This is an optimization exercise on Yosys and OpenROAD, whose aim is small area, a short achievable clock period and few clock cycles, not a production implementation.
Function was checked by simulation only, so behaviour that the tests miss may differ from the original.
Power is estimated from default activity; no workload was simulated.

[constraint.sdc]
create_clock -name core_clock -period 10.0 [get_ports {clk}]
set_input_delay 2.0000 -clock core_clock [delete_from_list [all_inputs] [get_ports {clk}]]
set_output_delay 2.0000 -clock core_clock [all_outputs]
set_load 0.01 [all_outputs]
[run.sh]
#!/bin/bash
# synth_recipe.tcl (not shown) runs the flow's synth.tcl, then flattens the netlist and writes it again
# the make line also repeats each setting of config.mk as NAME=value (left out here)
make -C /OpenROAD-flow-scripts/flow DESIGN_CONFIG=/design/flow/config.mk WORK_HOME=/design/flow/orfs CLKGATE_MAP_FILE= SYNTH_SCRIPT=/design/flow/synth_recipe.tcl finish
[design.v]
module ALU(clk, resetn, srcA, srcB, ALUControl, Zero, ALUResult);
input clk, resetn;
input [31:0] srcA, srcB;
input [9:0] ALUControl;
output reg Zero;
output reg [31:0] ALUResult;
localparam ADD               = 10'b0000000000;
localparam SUB               = 10'b0100000000;
localparam SLL               = 10'b0000000001;
localparam SLT               = 10'b0000000010;
localparam SLTU              = 10'b0000000011;
localparam XOR               = 10'b0000000100;
localparam SRL               = 10'b0000000101;
localparam SRA               = 10'b0100000101;
localparam OR                = 10'b0000000110;
localparam AND               = 10'b0000000111;
localparam BEQ               = 10'b0000001000;
localparam BNE               = 10'b0000001001;
localparam BLT               = 10'b0000001010;
localparam BGE               = 10'b0000001011;
localparam BLTU              = 10'b0000001100;
localparam BGEU              = 10'b0000001101;
localparam LUI               = 10'b0000001110;
always @ (*)
begin
	case(ALUControl)
		ADD : ALUResult = srcA + srcB;
		SUB : ALUResult = srcA - srcB;
		SLL : ALUResult = srcA << srcB[4:0];
		SLT : ALUResult = ($signed(srcA) < $signed(srcB))?32'b1:32'b0;
		SLTU: ALUResult = (srcA < srcB)?32'b1:32'b0;
		XOR : ALUResult = srcA ^ srcB;
		SRL : ALUResult = srcA >> srcB[4:0];
		SRA : ALUResult = $signed(srcA) >>> srcB[4:0];
		OR  : ALUResult = srcA | srcB;
		AND : ALUResult = srcA & srcB;
		BEQ :begin
			ALUResult = srcA - srcB;
		end
		BNE :begin
			ALUResult = srcA - srcB;
		end
		BLT :begin
			ALUResult = srcA - srcB;
		end
		BGE :begin
			ALUResult = srcA - srcB;
		end
		BLTU:begin
			ALUResult = srcA - srcB;
		end
		BGEU:begin
			ALUResult = srcA - srcB;
		end
		LUI:ALUResult = srcB;
		default : ALUResult = 32'h0;
	endcase
end
always @ (*)
begin
	case(ALUControl)
		BEQ : Zero = (srcA == srcB);
		BNE : Zero = (srcA != srcB);
		BLT : Zero = ($signed(srcA) < $signed(srcB));
		BGE : Zero = ($signed(srcA) >= $signed(srcB));
		BLTU: Zero = (srcA < srcB);
		BGEU: Zero = (srcA >= srcB);
		default : Zero = 1'b0;
	endcase
end
endmodule
module Controller(clk, resetn, opcode, func3, func7, Zero, IRWrite, MemWrite, AdrSrc, PCWrite, RegWrite, ResultSrc, ALUSrcB, ALUSrcA, ImmSrc, ALUControl);
input clk, resetn, Zero;
input [2:0] func3;  
input [6:0] opcode, func7;  
output reg IRWrite, MemWrite, AdrSrc, PCWrite, RegWrite;  
output reg [1:0] ResultSrc, ALUSrcB, ALUSrcA;  
output reg [2:0] ImmSrc;
output reg [9:0] ALUControl;
reg [4:0] state, next_state;
localparam Fetch             = 5'b00000;
localparam Decode            = 5'b00001;
localparam MemAdr            = 5'b00010;
localparam MemRead           = 5'b00110;
localparam MemWB             = 5'b00111;
localparam MemWrite_state    = 5'b01100;
localparam ExecuteR          = 5'b01010;
localparam ExecuteL          = 5'b01110;
localparam ALUWB             = 5'b01000;
localparam BEQ               = 5'b01001;
localparam JAL               = 5'b01011;
localparam AUIPC             = 5'b10000;
localparam LUI               = 5'b01101;
localparam JALR              = 5'b10001;
always @ (posedge clk)
begin
    if (~resetn)
        state <= Fetch;
    else
        state <= next_state;
end
always @ (*)
begin
	case(opcode)
		7'b0000011: ImmSrc = 3'b000;
		7'b0010011: begin
			if(func3 != 3'b101)
				ImmSrc = 3'b000;
			else
				ImmSrc = 3'b101;
		end
		7'b0100011: ImmSrc = 3'b001;
		7'b1100011: ImmSrc = 3'b010;
		7'b1101111: ImmSrc = 3'b011;
		7'b0110111: ImmSrc = 3'b100;
		7'b0010111: ImmSrc = 3'b100;
		default: ImmSrc = 3'b000;
	endcase
end
always @ (*)
begin
	next_state = Fetch;
	AdrSrc = 0;
	IRWrite = 0;
	ALUSrcA = 2'b00;
	ALUSrcB = 2'b00;
	ALUControl = 0;
	ResultSrc = 0;
	RegWrite = 0;
	MemWrite = 0;
	PCWrite = 0;
	if(resetn) begin
		case(state)
			Fetch:begin
				AdrSrc = 0;
				IRWrite = 1;
				ALUSrcA = 2'b00;
				ALUSrcB = 2'b10;
				ALUControl = 10'b0000000000;
				ResultSrc = 2'b10;
				PCWrite = 1;
				next_state = Decode;
			end
			Decode:begin
				ALUSrcA = 2'b01;
				ALUSrcB = 2'b01;
				case(opcode)
					7'b0000011: next_state = MemAdr;
					7'b0100011: next_state = MemAdr;
					7'b0110011: next_state = ExecuteR;
					7'b0010011: next_state = ExecuteL;
					7'b1101111: next_state = JAL;
					7'b1100111: next_state = JALR;
					7'b1100011: next_state = BEQ;
					7'b0010111: next_state = AUIPC;
					7'b0110111: next_state = LUI;
					default: next_state = Fetch;
				endcase
			end
			MemAdr:begin
				ALUSrcA = 2'b10;
				ALUSrcB = 2'b01;
				ALUControl = 10'b0000000000;
				case(opcode)
					7'b0000011: next_state = MemRead;
					7'b0100011: next_state = MemWrite_state;
					default: next_state = Fetch;
				endcase
			end
			MemRead:begin
				AdrSrc = 1;
				ALUSrcA = 2'b10;
				ALUSrcB = 2'b01;
				ALUControl = 10'b0000000000;
				ResultSrc = 2'b00;
				next_state = MemWB;
			end
			MemWB:begin
				AdrSrc = 1;
				ResultSrc = 2'b01;
				RegWrite = 1;
				next_state = Fetch;
			end
			MemWrite_state:begin
				AdrSrc = 1;
				ResultSrc = 2'b00;
				MemWrite = 1;
				next_state = Fetch;
			end
			ExecuteR:begin
				ALUSrcA = 2'b10;
				ALUSrcB = 2'b00;
				ALUControl = {func7,func3};
				next_state = ALUWB;
			end
			ExecuteL:begin
				ALUSrcA = 2'b10;
				ALUSrcB = 2'b01;
				ALUControl = {7'b0,func3};
				if ({func7,func3} == 10'b0100000101)
				   ALUControl = 10'b0100000101;
				next_state = ALUWB;
			end
			ALUWB:begin
				ResultSrc = 2'b00;
				RegWrite = 1;
				next_state = Fetch;
			end
			BEQ:begin
				ALUSrcA = 2'b10;
				ALUSrcB = 2'b00;
				case(func3)
					3'b000:ALUControl = 10'b0000001000;
					3'b001:ALUControl = 10'b0000001001;
					3'b100:ALUControl = 10'b0000001010;
					3'b101:ALUControl = 10'b0000001011;
					3'b110:ALUControl = 10'b0000001100;
					3'b111:ALUControl = 10'b0000001101;
					default:ALUControl = 10'b0000000000;
				endcase
				ResultSrc = 2'b00;
				PCWrite = Zero;
				next_state = Fetch;
			end
			JAL:begin
				ALUSrcA = 2'b01;
				ALUSrcB = 2'b10;
				ALUControl = 10'b0000000000;
				ResultSrc = 2'b00;
				PCWrite = 1;
				next_state = ALUWB;
			end
			JALR:begin
				ALUSrcA = 2'b10;
				ALUSrcB = 2'b01;
				ALUControl = 10'b0000000000;
				next_state = JAL;
			end
			AUIPC:begin
				ALUSrcA = 2'b01;
				ALUSrcB = 2'b01;
				ALUControl = 10'b0000000000;
				next_state = ALUWB;
			end
			LUI:begin
				ALUSrcA = 2'b10;
				ALUSrcB = 2'b01;
				ALUControl = 10'b0000001110;
				next_state = ALUWB;
			end
			default:begin
				next_state = Fetch;
			end
		endcase
	end
end
endmodule
module Extend(clk, resetn, immValue, immSrc, immExt);
input clk, resetn;
input [2:0] immSrc;
input [24:0] immValue;
output reg [31:0] immExt;
always @ (*)
begin
	case(immSrc)
		3'b000 : immExt = {{20{immValue[24]}},immValue[24:13]};  
		3'b001 : immExt = {{20{immValue[24]}},immValue[24:18],immValue[4:0]};  
		3'b010 : immExt = {{20{immValue[24]}},immValue[0],immValue[23:18],immValue[4:1],1'b0};  
		3'b011 : immExt = {{12{immValue[24]}},immValue[12:5],immValue[13],immValue[23:14],1'b0};  
		3'b100 : immExt = {immValue[24:5],12'b0};  
		3'b101 : immExt = {27'b0,immValue[17:13]};  
		default : immExt = 32'b0;  
	endcase
end
endmodule
module InstructionFetch(clk, resetn, IRWrite, PC, RD, OldPC, Instruction_rs1, Instruction_rs2, Instruction_rd, Instruction_extend, Instruction_op, Instruction_func3, Instruction_func7);
input clk, resetn, IRWrite;
input [31:0] PC, RD;
output reg [31:0] OldPC;
output [4:0] Instruction_rs1, Instruction_rs2, Instruction_rd;
output [24:0] Instruction_extend;
output [6:0] Instruction_op;
output [2:0] Instruction_func3;
output [6:0] Instruction_func7;
reg [31:0] InstructionRegister;
always @ (posedge clk)
begin
	if(IRWrite == 1'b1) begin
		InstructionRegister <= RD;
		OldPC <= PC;
	end
end
assign Instruction_op = InstructionRegister[6:0];
assign Instruction_rd = InstructionRegister[11:7];
assign Instruction_rs1 = InstructionRegister[19:15];
assign Instruction_rs2 = InstructionRegister[24:20];
assign Instruction_extend = InstructionRegister[31:7];
assign Instruction_func3 = InstructionRegister[14:12];
assign Instruction_func7 = InstructionRegister[31:25];
endmodule
module Multiplex(clk, resetn, ALUSrc, opt1, opt2, opt3, result);
input clk, resetn;
input [1:0] ALUSrc;
input [31:0] opt1, opt2, opt3;
output reg [31:0] result;
always @ (*)
begin
	case(ALUSrc)
	     2'b00 : result = opt1;
	     2'b01 : result = opt2;
	     2'b10 : result = opt3;
	     default : result = 32'h0;
	endcase
end
endmodule
module Multiplex_address(clk, resetn, PC, ALUResult, AdrSrc, address);
input clk, resetn;
input AdrSrc;
input [31:0] PC, ALUResult;
output reg [31:0] address;
always @ (*)
begin
	if(AdrSrc) begin
	   address = ALUResult;
	end
	else begin
	   address = PC;
	end
end
endmodule
module RegisterFile(clk,resetn,A1,A2,A3,WD3,WE3,RD1,RD2);
input clk,resetn,WE3;
input [4:0] A1;
input [4:0] A2;
input [4:0] A3;
input [31:0] WD3;
output [31:0] RD1;
output [31:0] RD2;
reg [31:0] Registers[31:1];
assign RD1 = (A1 == 5'd0) ? 32'h0 : Registers[A1];
assign RD2 = (A2 == 5'd0) ? 32'h0 : Registers[A2];
always @ (posedge clk)
begin
	if(WE3 == 1'b1 && A3 != 5'd0)
	begin
		Registers[A3] <= WD3;
	end
end
endmodule
module loadRegs_ALUOut(clk, resetn, ALUResult, ALUOut);
input clk, resetn;
input [31:0] ALUResult;
output reg [31:0] ALUOut;
always @ (posedge clk)
begin
	ALUOut <= ALUResult;
end
endmodule
module ProgramCounter(clk, resetn, PCWrite, PCNext, PC);
input clk, resetn, PCWrite;
input [31:0] PCNext;
output reg [31:0] PC;
always @ (posedge clk)
begin
	if(resetn == 1'b0) begin
		PC <= 32'h00000000;
	end else if(PCWrite == 1'b1) begin
		PC <= {PCNext[31:1], 1'b0};
	end
end
endmodule
module core(  
  input clk,  
  input resetn,  
  output [31:0] address,  
  output [31:0] data_out,  
  input [31:0] data_in,  
  output we  
);
wire [2:0] func3;  
wire [6:0] opcode, func7;  
wire IRWrite, MemWrite, AdrSrc, PCWrite, RegWrite;  
wire [1:0] ResultSrc, ALUSrcB, ALUSrcA;  
wire [2:0] ImmSrc;
wire [9:0] ALUControl; 
reg [31:0] PCNext;
wire [31:0] PC;
wire [31:0] ReadData;  
wire [4:0] Rs1, Rs2, Rd;  
wire [24:0] extend;  
wire [31:0] OldPC;
wire [31:0] RD1, RD2;  
wire [31:0] ImmExt;
wire Zero;
wire [31:0] ALUResult, ALUOut;
wire [31:0] multiplex_alu;
wire [31:0] multiplex_srcA;
wire [31:0] multiplex_srcB;
wire [31:0] multiplex_adr;
Controller cont(
	.clk(clk),
	.resetn(resetn), 
	.opcode(opcode), 
	.func3(func3), 
	.func7(func7), 
	.Zero(Zero), 
	.IRWrite(IRWrite), 
	.MemWrite(MemWrite), 
	.AdrSrc(AdrSrc), 
	.PCWrite(PCWrite), 
	.RegWrite(RegWrite), 
	.ResultSrc(ResultSrc), 
	.ALUSrcB(ALUSrcB), 
	.ALUSrcA(ALUSrcA), 
	.ImmSrc(ImmSrc), 
	.ALUControl(ALUControl)
);
ProgramCounter Prog_count(
	.clk(clk), 
	.resetn(resetn),
	.PCWrite(PCWrite), 
	.PCNext(multiplex_alu), 
	.PC(PC)
);
Multiplex_address Mult_adr(
	.clk(clk),
	.resetn(resetn),
	.PC(PC),
	.ALUResult(ALUOut), 
	.AdrSrc(AdrSrc), 
	.address(multiplex_adr)
);
InstructionFetch Inst_fetch(
	.clk(clk), 
	.resetn(resetn), 
	.IRWrite(IRWrite), 
	.PC(PC), 
	.RD(data_in), 
	.OldPC(OldPC), 
	.Instruction_rs1(Rs1), 
	.Instruction_rs2(Rs2), 
	.Instruction_rd(Rd), 
	.Instruction_extend(extend), 
	.Instruction_op(opcode), 
	.Instruction_func3(func3), 
	.Instruction_func7(func7)
);
RegisterFile Reg_file(
	.clk(clk),
	.resetn(resetn),
	.A1(Rs1),
	.A2(Rs2),
	.A3(Rd),
	.WD3(multiplex_alu),
	.WE3(RegWrite),
	.RD1(RD1),
	.RD2(RD2)
);
Extend Ext(
	.clk(clk),
	.resetn(resetn), 
	.immValue(extend), 
	.immSrc(ImmSrc), 
	.immExt(ImmExt)
);
Multiplex Multiplex_instance_SrcA (
	.clk(clk),
	.resetn(resetn),
	.ALUSrc(ALUSrcA),
	.opt1(PC),
	.opt2(OldPC),
	.opt3(RD1),
	.result(multiplex_srcA)
);
Multiplex Multiplex_instance_SrcB (
	.clk(clk),
	.resetn(resetn),
	.ALUSrc(ALUSrcB),
	.opt1(RD2),
	.opt2(ImmExt),
	.opt3(32'd4),
	.result(multiplex_srcB)
);
ALU Alu(
	.clk(clk),
 	.resetn(resetn), 
 	.srcA(multiplex_srcA), 
 	.srcB(multiplex_srcB), 
 	.ALUControl(ALUControl), 
 	.Zero(Zero), 
 	.ALUResult(ALUResult)
);
loadRegs_ALUOut loadReg(
	.clk(clk),
	.resetn(resetn),
	.ALUResult(ALUResult),
	.ALUOut(ALUOut)
);
Multiplex Multiplex_instance_ALU(
	.clk(clk),
	.resetn(resetn),
	.ALUSrc(ResultSrc),
	.opt1(ALUOut),
	.opt2(data_in),
	.opt3(ALUResult),
	.result(multiplex_alu)
);
assign data_out = RD2;
assign address = multiplex_adr;
assign we = MemWrite;
endmodule
[config.mk]
export PLATFORM = sky130hd
export DESIGN_NAME = core
export DESIGN_NICKNAME = core
export VERILOG_FILES = /design/flow/design.v
export SDC_FILE = /design/flow/constraint.sdc
export NUM_CORES = 4
export LEC_CHECK = 0
export CAP_MARGIN = 20
export CORE_MARGIN = 2
export CORE_UTILIZATION = 45
export PLACE_DENSITY = 0.6
export SLEW_MARGIN = 20
==> results.txt <==
## cell families (layout without fill, tap and decap cells)
| family | Yosys count | after routing | synth area share |
|---|---|---|---|
| buffers and inverters | 474 | 716 | 0.03640 |
| other | 0 | 7 | 0 |
| DFF | 1133 | 1133 | 0.5256 |
| AOI/OAI and AO/OA | 1120 | 1120 | 0.1278 |
| xor gates and xnor gates | 20 | 20 | 0.002770 |
| adders and majority gates | 101 | 101 | 0.02022 |
| muxes | 771 | 771 | 0.2129 |
| and+or+nand+nor | 953 | 953 | 0.07421 |
## worst max-delay path: cells and delay by family, from the launching register on
family,cells,cell delay [ns]
compound gates,10,3.33
fa+ha+maj,1,0.56
buf+inv,5,1.54
flops,1,0.79
mux,1,0.57
simple gates,4,2.19
## layout make-up
type                    count  area (um^2)
diodes                      7        17.52
clock inverters            69        823.3
repair buffers            378         3282
fillers                 11911        68020
flip-flops and latches   1133        33270
inverters                 116        445.4
well taps                1876         2347
clock buffers             153         3168
multi-input cells        2965        28160
## layout by cell type, fill, tap and decap left out, drive strengths merged, types with 20 or more instances in the layout
cell	synthesis	final
edfxtp	1055	1055
mux4	450	450
buf	204	281
nand2	268	268
nor2	265	265
mux2i	233	233
a21oi	193	193
clkbuf	154	153
o21ai	142	142
inv	114	120
a22oi	117	117
ha	99	99
clkdlybuf4s50	0	97
mux2	88	88
dfxtp	78	78
o22ai	76	76
nand3	69	69
nor3	66	66
a211oi	55	55
o211ai	51	51
clkinv	2	48
a31oi	46	46
a21boi	34	34
nand2b	33	33
nor2b	32	32
o31ai	30	30
and2	30	30
a221oi	29	29
o221ai	28	28
nor4	27	27
o22a	25	25
nor3b	25	25
a21o	23	23
o2111ai	23	23
or3	22	22
and3	21	21
a221o	21	21
nand3b	20	20
a311oi	20	20
## how the worst min path moves through the flow
stage | startpoint | to | slack (ns) | cells after the start
4_1_cts | Prog_count.PC[13] | Inst_fetch.OldPC[13] | 0.46 | 0
3_5_place_dp | Prog_count.PC[7] | Inst_fetch.OldPC[7] | 0.48 | 0
5_1_grt | Prog_count.PC[13] | Inst_fetch.OldPC[13] | 0.48 | 0
2_1_floorplan | Prog_count.PC[26] | Inst_fetch.OldPC[26] | 0.43 | 0
6_report | Prog_count.PC[13] | Inst_fetch.OldPC[13] | 0.45 | 0
3_3_place_gp | Prog_count.PC[7] | Inst_fetch.OldPC[7] | 0.47 | 0
## state kept, by name, summed over array words and instances (netlist names), named ones only
signal and cells:
Inst_fetch.InstructionRegister 32, Inst_fetch.OldPC 31, Prog_count.PC 31, Reg_file.Registers 992, cont.state 5, loadReg.ALUOut 32
## metrics by stage
stage / instance area, um^2 / hold slack (ns) / utilization / power, mW
6_report: 71510 / 0.4502 / 0.5125 / 14.99
5_1_grt: 71490 / 0.4830 / 0.5124 / 15.30
4_1_cts: 71470 / 0.4568 / 0.5122 / 14.83
3_5_place_dp: 67480 / 0.4755 / 0.4836 / 10.31
3_3_place_gp: 67460 / 0.4664 / 0.4835 / 10.36
2_1_floorplan: 63240 / 0.4335 / - / 8.302
## where the power goes
group / switching (mW) / total, mW / leakage [nW] / internal, mW
logic: 3.11 / 4.51 / 11.8 / 1.40
clock network: 1.99 / 4.57 / 1.93 / 2.59
registers: 0.131 / 5.91 / 10.2 / 5.78
total: 5.23 / 15.0 / 24.0 / 9.76
## layer usage
metal,up-vias,track usage,wire [um]
met2,3613,0.6109,129900
met4,10,0.2570,22340
met5,-,0,201
met3,768,0.09669,34200
li1,18981,-,-
met1,25379,0.5624,114700
==> results.yml <==
setup_path:
  cp-endpoint: "Reg_file.Registers[31][19]"
  crit_path_max_incr_delay_ns: 0.96
  path_cells: "buf_4 -> buf_4 -> mux4_2 -> a22oi_1 -> o2111ai_1 -> a311oi_2 -> inv_1 -> ha_1 -> nand2_1 -> nor4_1 -> a221oi_1 -> nand2_1 -> a31oi_1 -> a2bb2oi_1 -> a21oi_1 -> nor3_1 -> o21ai_0 -> a211oi_1 -> buf_4 -> o21ai_2 -> buf_4"
  path_common_cell: "buf_4"
  cp-end-kind: "register"
  slowest_stage: "a311oi_2"
  reg2reg_depth: 21
  critPathKind: "reg -> reg"
  cp-start-kind: "register"
  required_ns: 10.49
  rr_endpoint: "Reg_file.Registers[31][19]"
  crit_fanout: 31
  cp_data_arrival_time_ns: 9.79
  ff2ff_setup_slack_ns: 0.69
floorplan:
  num_rows: 137
  die_x_um: 378.9
  start_util: 0.4532
  dieArea_mm2: 0.1436
  boundaryPins: 99
  die_h_um: 378.9
  core_area_mm2: 0.1395
route:
  drt-total-wl_um: 301300
  detail-route-antenna-nets: 0
  dr.first_iter.drc_count: 7493
  vias_per_cell: 7.280
  drt_pass1_iterations: 6
  vias: 48751
  wl_per_cell_um: 45.00
  drc: 0
cts:
  ctsResizeCount: 0
  clkTransAtPathRegs_ns: 0.06
  cts_setup_buffers: 0
  cts.hold.buffers_added: 0
  cts_buffer_depth: 3
  cts_tree: "done"
  htree_levels: 3
  cts.sinks: 1133
  numCtsBuffers: 120
  cts.root.buffer_cell: "clkbuf_16"
  insertion_delay_ns: 0.80
power:
  ir_drop_mv: 0.1622
  p_leak_nw: 23.98
  power_density_mw_per_mm2: 209.6
grt:
  grt_util_all_layers: 0.4167
  grt_max_degree: 99
  grt_pass1_wl_um: 403100
  antenna_found_initial: 21
  overflow: 0
  grt_pass1_vias: 46237
synth:
  yosys_most_used_dff: "edfxtp_1"
  synth_top_area_share: 0.5009
  seq_area_frac_synth: 0.5256
  yosysMostFrequentCell: "edfxtp_1"
  syn_area_mm2: 0.06324
  synth.top_cells.by_count: "edfxtp_1 (1055), mux4_2 (450), nand2_1 (267), nor2_1 (262), mux2i_1 (233)"
  synth-seq-cells: 1133
  yosysWarnings: 9
  synth-edff-count: 1055
  syn_inst: 4572
  synth_top_cell_by_area: "edfxtp_1"
  synth_cell_types: 105
  synth.avg_cell_area_um2: 13.83
  synthArstFlopShare: 0
  syn_nets: 4707
  synth_area_leaders: "edfxtp_1 (50%), mux4_2 (16%), mux2i_1 (3.7%), dfxtp_1 (2.5%), ha_1 (2.0%)"
finish:
  drive_gt1_frac: 0.2408
  nets: 4849
  final-instance-count-excl-fill: 6697
  synthToLayoutAreaGrowth_pct: 13.08
timing:
  fmax_mhz: 107.5
  setup_tns_ns: 0
  fin_worst_skew_ns: 0.08692
  fin_ws_ns: 0.6947
  setup_viol: 0
  timing.final.crit_share: 0.9305
  worst_pin_slew_ns: 1.296
  rsz0062_at_grt: "false"
  hold_violations: 0
  drv_slew: 0
  period_minus_slack_ns: 9.305
  slew_headroom: 0.1347
placed_design:
  pre_cts_slack_ns: 0.5167
  placed_cells: 6467
  dp.final_hpwl_um: 211300
  portBuffers: 98
  place_congestion: 1.149
worst_hold_path:
  min_path_type: "reg -> reg"
flow_run:
  drv_cap: 0
run_status:
  status: "no timing/DRC/antenna violations"
Testbench counts, summed over its fixed seeds: cycles 255,244.

## afterwards: timing with drivers on the ports
Ports are ideal in the flow. The routed layout listed here was re-timed in OpenROAD.
Step 1: set_driving_cell puts a clkbuf_16 on clk and a buf_2 on each other input, an assumption about the parent block.
Step 2, shift: input delay + t, output delay - t, t = (earliest + latest rising clock arrival at the registers) / 2. This alone moves slack from input paths to output paths.
Three values: no drivers, after step 1, after step 2; two values: the first two.
t (ns): 0.825
slack for setup (ns): 0.695 / 0.695 / 0.040
hold slack, ns: 0.450 / 0.450 / 0.450
worst setup path at the end: input to register
After both steps this run still meets setup and hold. The setup slack of this run moves by 0.000 ns with the drivers and by -0.655 ns with both steps.
